This is an optimization exercise on Yosys and OpenROAD, whose aim is small area and a short achievable clock period, not a production implementation. At most, simulation tests tie the RTL to the original design; equivalence was not proved. Power and IR drop assume default switching activity.

zinc:
// icache_fetch
module icache_fetch(
    input         clk,
    input         RESET,
    input  [13:0] fetch_addr,    
    input  [31:0] mem_rdata,     
    output [13:0] mem_addr,      
    output [31:0] instr,         
    output [15:0] instr_pc,      
    output        miss           
    );
Size in the first run: about 5200 cells after synthesis, roughly 110 I/O pins, about 62000 um2 of cells after synthesis.
export LEC_CHECK = 0
export CAP_MARGIN = 20
export CORE_MARGIN = 2
export CORE_UTILIZATION = 70
export CTS_BUF_LIST = sky130_fd_sc_hd__clkbuf_16
export CTS_CLUSTER_DIAMETER = 70
export CTS_CLUSTER_SIZE = 24
export SETUP_SLACK_MARGIN = 4.3
export SLEW_MARGIN = 20
create_clock -name core_clock -period 8.0 [get_ports {clk}]
run.sh (not shown) runs the stock make flow with config.mk's settings and CLKGATE_MAP_FILE= SYNTH_SCRIPT=/design/flow/synth_recipe.tcl, a recipe that flattens the netlist after the stock synthesis.
> inputs changed (zinc -> sierra)
Settings: CORE_UTILIZATION changed from 70 to 60; SETUP_SLACK_MARGIN changed from 4.3 to 4.5.
==> run notes <==
Every run (zinc and sierra) finished clean. sierra vs zinc, routed length on met1 went up by 11%. Summary: with zinc as the reference, non-filler instance count after layout in sierra moved up by a few percent. Looking only at number of diodes added for antenna fixing, and setting everything else aside, the higher value of zinc and sierra goes to zinc. sierra vs. zinc: net switching power moved up; via-per-instance ratio now sits lower; met1 track demand over resource in global routing -5.7 points. Clock power share (higher): sierra.


The RTL this note starts from:
==> flow/design.v <==
`timescale 1ns / 1ps
module icache_fetch(
    input         clk,
    input         RESET,
    input  [13:0] fetch_addr,    
    input  [31:0] mem_rdata,     
    output [13:0] mem_addr,      
    output [31:0] instr,         
    output [15:0] instr_pc,      
    output        miss           
    );
    reg [9:0]  tag   [0:15];
    reg [1:0]  lru   [0:15];
    reg [15:0] valid;
    reg [32:0] r0 [0:15];    
    reg [32:0] r1 [0:15];
    reg [32:0] r2 [0:15];
    reg [2:0]  ph;           
    reg [13:0] addr_q;       
    reg [3:0]  vict;         
    reg        use_mem;      
    reg [31:0] instr_q;
    wire [9:0] a_tag = fetch_addr[13:4];
    wire [1:0] a_set = fetch_addr[3:2];
    wire [1:0] a_off = fetch_addr[1:0];
    reg [3:0]  match;
    reg [1:0]  l [0:3];
    reg [31:0] cand [0:3];
    reg [31:0] hword;
    integer i, s;
    reg [2:0]  sl [0:15];
    reg [31:0] cw;
    always @(*) begin
        for (i = 0; i < 16; i = i + 1)
            case (a_off)
                2'd2:    sl[i] = {r0[i][32], r2[i][32], r1[i][32]};
                2'd3:    sl[i] = {r1[i][32], r0[i][32], r2[i][32]};
                2'd1:    sl[i] = {r2[i][32], r1[i][32], r0[i][32]};
                default: sl[i] = 3'b000;     
            endcase
        for (i = 0; i < 4; i = i + 1) begin
            match[i] = 1'b0;
            l[i] = 2'b00;
            cw = 32'b0;
            for (s = 0; s < 4; s = s + 1)
                if (a_set == s) begin
                    match[i] = valid[s*4+i] && (tag[s*4+i] == a_tag);
                    l[i] = lru[s*4+i];
                end
            for (s = 0; s < 4; s = s + 1)
                cw = cw | ({32{a_set == s && sl[s*4+i][0]}} & r0[s*4+i][31:0])
                        | ({32{a_set == s && sl[s*4+i][1]}} & r1[s*4+i][31:0])
                        | ({32{a_set == s && sl[s*4+i][2]}} & r2[s*4+i][31:0]);
            cand[i] = cw;
        end
        hword = match[3] ? cand[3] : match[2] ? cand[2] : match[1] ? cand[1] : cand[0];
    end
    wire hit = |match;
    reg [1:0] lhit [0:3];
    reg [1:0] L;
    always @(*) begin
        L = l[a_off];
        for (i = 0; i < 4; i = i + 1) begin
            lhit[i] = l[i];
            if (L != 2'b00) begin
                if (a_off == i) lhit[i] = 2'b00;
                else if (l[i] != 2'b00 && l[i] < L) lhit[i] = l[i] + 2'b01;
            end
        end
    end
    wire [1:0] q_set = addr_q[3:2];
    reg [3:0] fv;
    reg [1:0] fl [0:3];
    always @(*) begin
        for (i = 0; i < 4; i = i + 1) begin
            fv[i] = 1'b0;
            fl[i] = 2'b00;
            for (s = 0; s < 4; s = s + 1)
                if (q_set == s) begin
                    fv[i] = valid[s*4+i];
                    fl[i] = lru[s*4+i];
                end
        end
    end
    wire [3:0] vict_d = (&fv) ? {fl[3] == 2'b11, fl[2] == 2'b11, fl[1] == 2'b11, fl[0] == 2'b11}
                              : (~fv & (fv + 4'b0001));    
    always @(posedge clk) begin
        addr_q <= fetch_addr;
        vict   <= vict_d;
        use_mem <= (ph == 3'd0) && (a_off == 2'b00);
        if (ph == 3'd0)
            instr_q <= hword;
        else if (ph == {1'b1, addr_q[1:0]})
            instr_q <= mem_rdata;
    end
    wire ins_ph = ph[2] & (ph[1] | ph[0]);
    genvar g;
    generate for (g = 0; g < 16; g = g + 1) begin : line
        wire sel = vict[g % 4] && (q_set == g / 4);
        always @(posedge clk) begin
            r0[g] <= (sel && ins_ph) ? {ph == 3'd5, mem_rdata} : r2[g];
            r1[g] <= r0[g];
            r2[g] <= r1[g];
            if (sel && ph == 3'd7) tag[g] <= addr_q[13:4];
        end
        always @(posedge clk) begin
            if (RESET) begin
                valid[g] <= 1'b0;
                lru[g]   <= 2'b00;
            end else if (ph == 3'd7) begin
                if (q_set == g / 4) begin
                    if (vict[g % 4]) begin
                        valid[g] <= 1'b1;
                        lru[g]   <= 2'b00;
                    end else if (valid[g])
                        lru[g] <= lru[g] + 2'b01;
                end
            end else if (ph == 3'd0) begin
                if (a_set == g / 4 && hit)
                    lru[g] <= lhit[g % 4];
            end
        end
    end endgenerate
    always @(posedge clk) begin
        if (RESET)
            ph <= 3'd0;
        else if (ph != 3'd0 || !hit)
            ph <= ph + 3'd1;
    end
    assign miss = |ph;
    assign mem_addr = {fetch_addr[13:2],
                       ph[2] & (ph[1] | ph[0]),
                       ph[2] & (ph[1] | ~ph[0])};
    assign instr = ({32{use_mem}} & mem_rdata) | instr_q;
    assign instr_pc = {addr_q, 2'b00};
endmodule
make LEC_CHECK=0 CAP_MARGIN=20 CORE_MARGIN=2 CORE_UTILIZATION=60 CTS_BUF_LIST=sky130_fd_sc_hd__clkbuf_16 CTS_CLUSTER_DIAMETER=100 CTS_CLUSTER_SIZE=30 SETUP_SLACK_MARGIN=4.3 SLEW_MARGIN=20 finish   # period 8.0 ns
The baseline produced a clean layout.
Next try:
Settings changed: CTS_BUF_LIST sky130_fd_sc_hd__clkbuf_16 to not set, CTS_CLUSTER_DIAMETER 100 to not set, CTS_CLUSTER_SIZE 30 to not set.
Outcome:
- count of clock-buffer cells in the layout rose by 184
- total power is higher by a quarter to a third
- setup slack gains 0.011 ns
- die area stays the same
- combinational power stays flat
- synthesized cell count stays the same
- sequential power hardly moves
- via count goes up by a few percent
No functional check of the RTL was part of any run of this note.


RTL: one of the versions met above, not the one the previous note started from.
Size in the first run: about 5200 cells after synthesis, about 1900 flip-flops, ~110 I/O pins.
==> flow/config.mk <==
export PLATFORM = sky130hd
export DESIGN_NAME = icache_fetch
export DESIGN_NICKNAME = icache_fetch
export VERILOG_FILES = /design/flow/design.v
export SDC_FILE = /design/flow/constraint.sdc
export NUM_CORES = 4
export LEC_CHECK = 0
export CAP_MARGIN = 20
export CORE_MARGIN = 2
export CORE_UTILIZATION = 60
export CTS_BUF_LIST = sky130_fd_sc_hd__clkbuf_16
export CTS_CLUSTER_DIAMETER = 75
export CTS_CLUSTER_SIZE = 26
export SETUP_SLACK_MARGIN = 4.35
export SLEW_MARGIN = 20
==> flow/constraint.sdc <==
create_clock -name core_clock -period 8.0 [get_ports {clk}]
set_input_delay 1.6000 -clock core_clock [delete_from_list [all_inputs] [get_ports {clk}]]
set_output_delay 1.6000 -clock core_clock [all_outputs]
set_load 0.01 [all_outputs]
==> next run, changes <==
Settings changed: CTS_CLUSTER_DIAMETER 75 to 70, CTS_CLUSTER_SIZE 26 to 24, SETUP_SLACK_MARGIN 4.35 to 4.4.
=>
- The new run ran to the end with no violations
- via count hardly moves
- setup slack improved by 0.035 ns
- sequential power stays flat
- total power climbs by 2.4%
- design area is higher by 0.52%
- critical path depth went up by 4
- area after synthesis stays the same
- die area stays the same
==> next run, changes <==
Settings changed: SETUP_SLACK_MARGIN 4.4 to 4.25.
=> Flip-flop and latch count does not change; design area is lower by 0.76%; clock-buffer cell count is lower by 2; maximum frequency is lower by 1.9%; worst setup slack got worse by 0.072 ns; hold slack got worse by 0.0091 ns; via count is higher by 0.32%.


Another version of the RTL of icache_fetch (not shown whole).
Size in the first run: about 4900 cells after synthesis, about 0.063 sq mm of cells after synthesis.
export LEC_CHECK = 0
export CAP_MARGIN = 20
export CORE_MARGIN = 2
export CORE_UTILIZATION = 60
export SETUP_SLACK_MARGIN = 4.4
export SLEW_MARGIN = 20
create_clock -name core_clock -period 8.0 [get_ports {clk}]
==> next run, changes <==
CTS_BUF_LIST = sky130_fd_sc_hd__clkbuf_16   (was unset)
CTS_CLUSTER_DIAMETER = 60   (was unset)
CTS_CLUSTER_SIZE = 20   (was unset)
The changed run completed with no timing, DRC or antenna violations.
Worst setup slack is worse by 17 ps.
Non-clock buffer count rises by 1.
Global-route usage falls by 0.26 points.
Clock power falls by 19%.
Worst hold slack is better by 14 ps.
Final area falls by about 1.6%.
Via count falls by about 0.9%.
First-iteration DRC count falls by 3.4%.


icache_fetch, a different RTL version from the one above (not shown whole).
Size in the first run: ~5,200 cells after synthesis, about 1,900 flip-flops, ~62,000 um^2 of cells after synthesis.
## icache_fetch
module icache_fetch(
    input         clk,
    input         RESET,
    input  [13:0] fetch_addr,    
    input  [31:0] mem_rdata,     
    output [13:0] mem_addr,      
    output [31:0] instr,         
    output [15:0] instr_pc,      
    output        miss           
    );
make LEC_CHECK=0 CAP_MARGIN=20 CORE_MARGIN=2 CORE_UTILIZATION=60 CTS_BUF_LIST=sky130_fd_sc_hd__clkbuf_16 CTS_CLUSTER_DIAMETER=75 CTS_CLUSTER_SIZE=26 SETUP_SLACK_MARGIN=4.15 SLEW_MARGIN=20 finish   # period 8.0 ns
The first run passed the timing, DRC and antenna checks.
Change:
--- a/flow/config.mk
+++ b/flow/config.mk
@@ -10,6 +10,6 @@
 export CORE_UTILIZATION = 60
 export CTS_BUF_LIST = sky130_fd_sc_hd__clkbuf_16
-export CTS_CLUSTER_DIAMETER = 75
-export CTS_CLUSTER_SIZE = 26
-export SETUP_SLACK_MARGIN = 4.15
+export CTS_CLUSTER_DIAMETER = 60
+export CTS_CLUSTER_SIZE = 20
+export SETUP_SLACK_MARGIN = 4.4
 export SLEW_MARGIN = 20
Outcome: Design area went up by a few percent. Total power went up by roughly a tenth. Routed wire length barely changes. Critical path depth went down by 1.
Change:
--- a/flow/config.mk
+++ b/flow/config.mk
@@ -10,6 +10,6 @@
 export CORE_UTILIZATION = 60
 export CTS_BUF_LIST = sky130_fd_sc_hd__clkbuf_16
-export CTS_CLUSTER_DIAMETER = 60
-export CTS_CLUSTER_SIZE = 20
-export SETUP_SLACK_MARGIN = 4.4
+export CTS_CLUSTER_DIAMETER = 70
+export CTS_CLUSTER_SIZE = 24
+export SETUP_SLACK_MARGIN = 4.25
 export SLEW_MARGIN = 20
Outcome: Sequential power is about the same; final area decreases by a few percent; worst hold slack gets worse by 0.0031 ns; combinational power drops by a few percent.

what the ideal ports hide:
Ports are ideal in the flow. The routed layouts listed here were re-timed in OpenROAD.
Step 1 (the two cells are an assumption about what drives the block):
set clk [get_ports {clk}]
set_driving_cell -lib_cell sky130_fd_sc_hd__clkbuf_16 $clk
set_driving_cell -lib_cell sky130_fd_sc_hd__buf_2 [delete_from_list [all_inputs] $clk]
Step 2 moves the port delays by t, midway between the first and last clock arrival at a register: inputs arrive t later, outputs are due t later. That takes back most of the time a late clock gives input paths.
Slacks: ideal / step 1 / step 2; pairs: ideal / step 1.
run | t (ns) | setup slack, ns | hold WS [ns] | worst setup path after step 2 | latest minus earliest clock arrival (ns)
zinc | 0.768 | 4.130 / 3.989 / 3.221 | 0.338 / 0.338 / 0.338 | input to register | 0.043 / 0.044
sierra | 0.778 | 4.094 / 3.959 / 3.181 | 0.340 / 0.340 / 0.340 | input to register | 0.047 / 0.047
the first run of note 2 | 0.769 | 4.182 / 4.022 / 3.253 | 0.344 / 0.344 / 0.344 | input to register | 0.033 / 0.034
the second run of note 2 | 0.839 | 4.192 / 4.048 / 3.218 | 0.337 / 0.337 / 0.337 | input to register | 0.029 / 0.029
the first run of note 3 | 0.789 | 4.183 / 4.052 / 3.263 | 0.341 / 0.341 / 0.341 | input to register | 0.039 / 0.038
the second run of note 3 | 0.790 | 4.218 / 4.151 / 3.360 | 0.344 / 0.344 / 0.344 | input to register | 0.043 / 0.043
the third run of note 3 | 0.790 | 4.146 / 4.068 / 3.278 | 0.335 / 0.335 / 0.335 | input to register | 0.041 / 0.041
the first run of note 4 | 0.848 | 4.326 / 4.199 / 3.351 | 0.325 / 0.325 / 0.325 | input to register | 0.030 / 0.030
the second run of note 4 | 0.830 | 4.308 / 4.209 / 3.379 | 0.339 / 0.339 / 0.339 | input to register | 0.035 / 0.035
the first run of note 5 | 0.778 | 4.094 / 3.941 / 3.163 | 0.339 / 0.339 / 0.339 | input to register | 0.036 / 0.036
the second run of note 5 | 0.837 | 4.326 / 4.138 / 3.301 | 0.341 / 0.341 / 0.341 | input to register | 0.033 / 0.034
the third run of note 5 | 0.792 | 4.133 / 3.972 / 3.180 | 0.338 / 0.338 / 0.338 | input to register | 0.035 / 0.035
After both steps setup and hold are still met in every run listed. The setup slack of the second run of note 5, which loses most, moves by -0.188 ns with the drivers and by -1.025 ns with both steps.
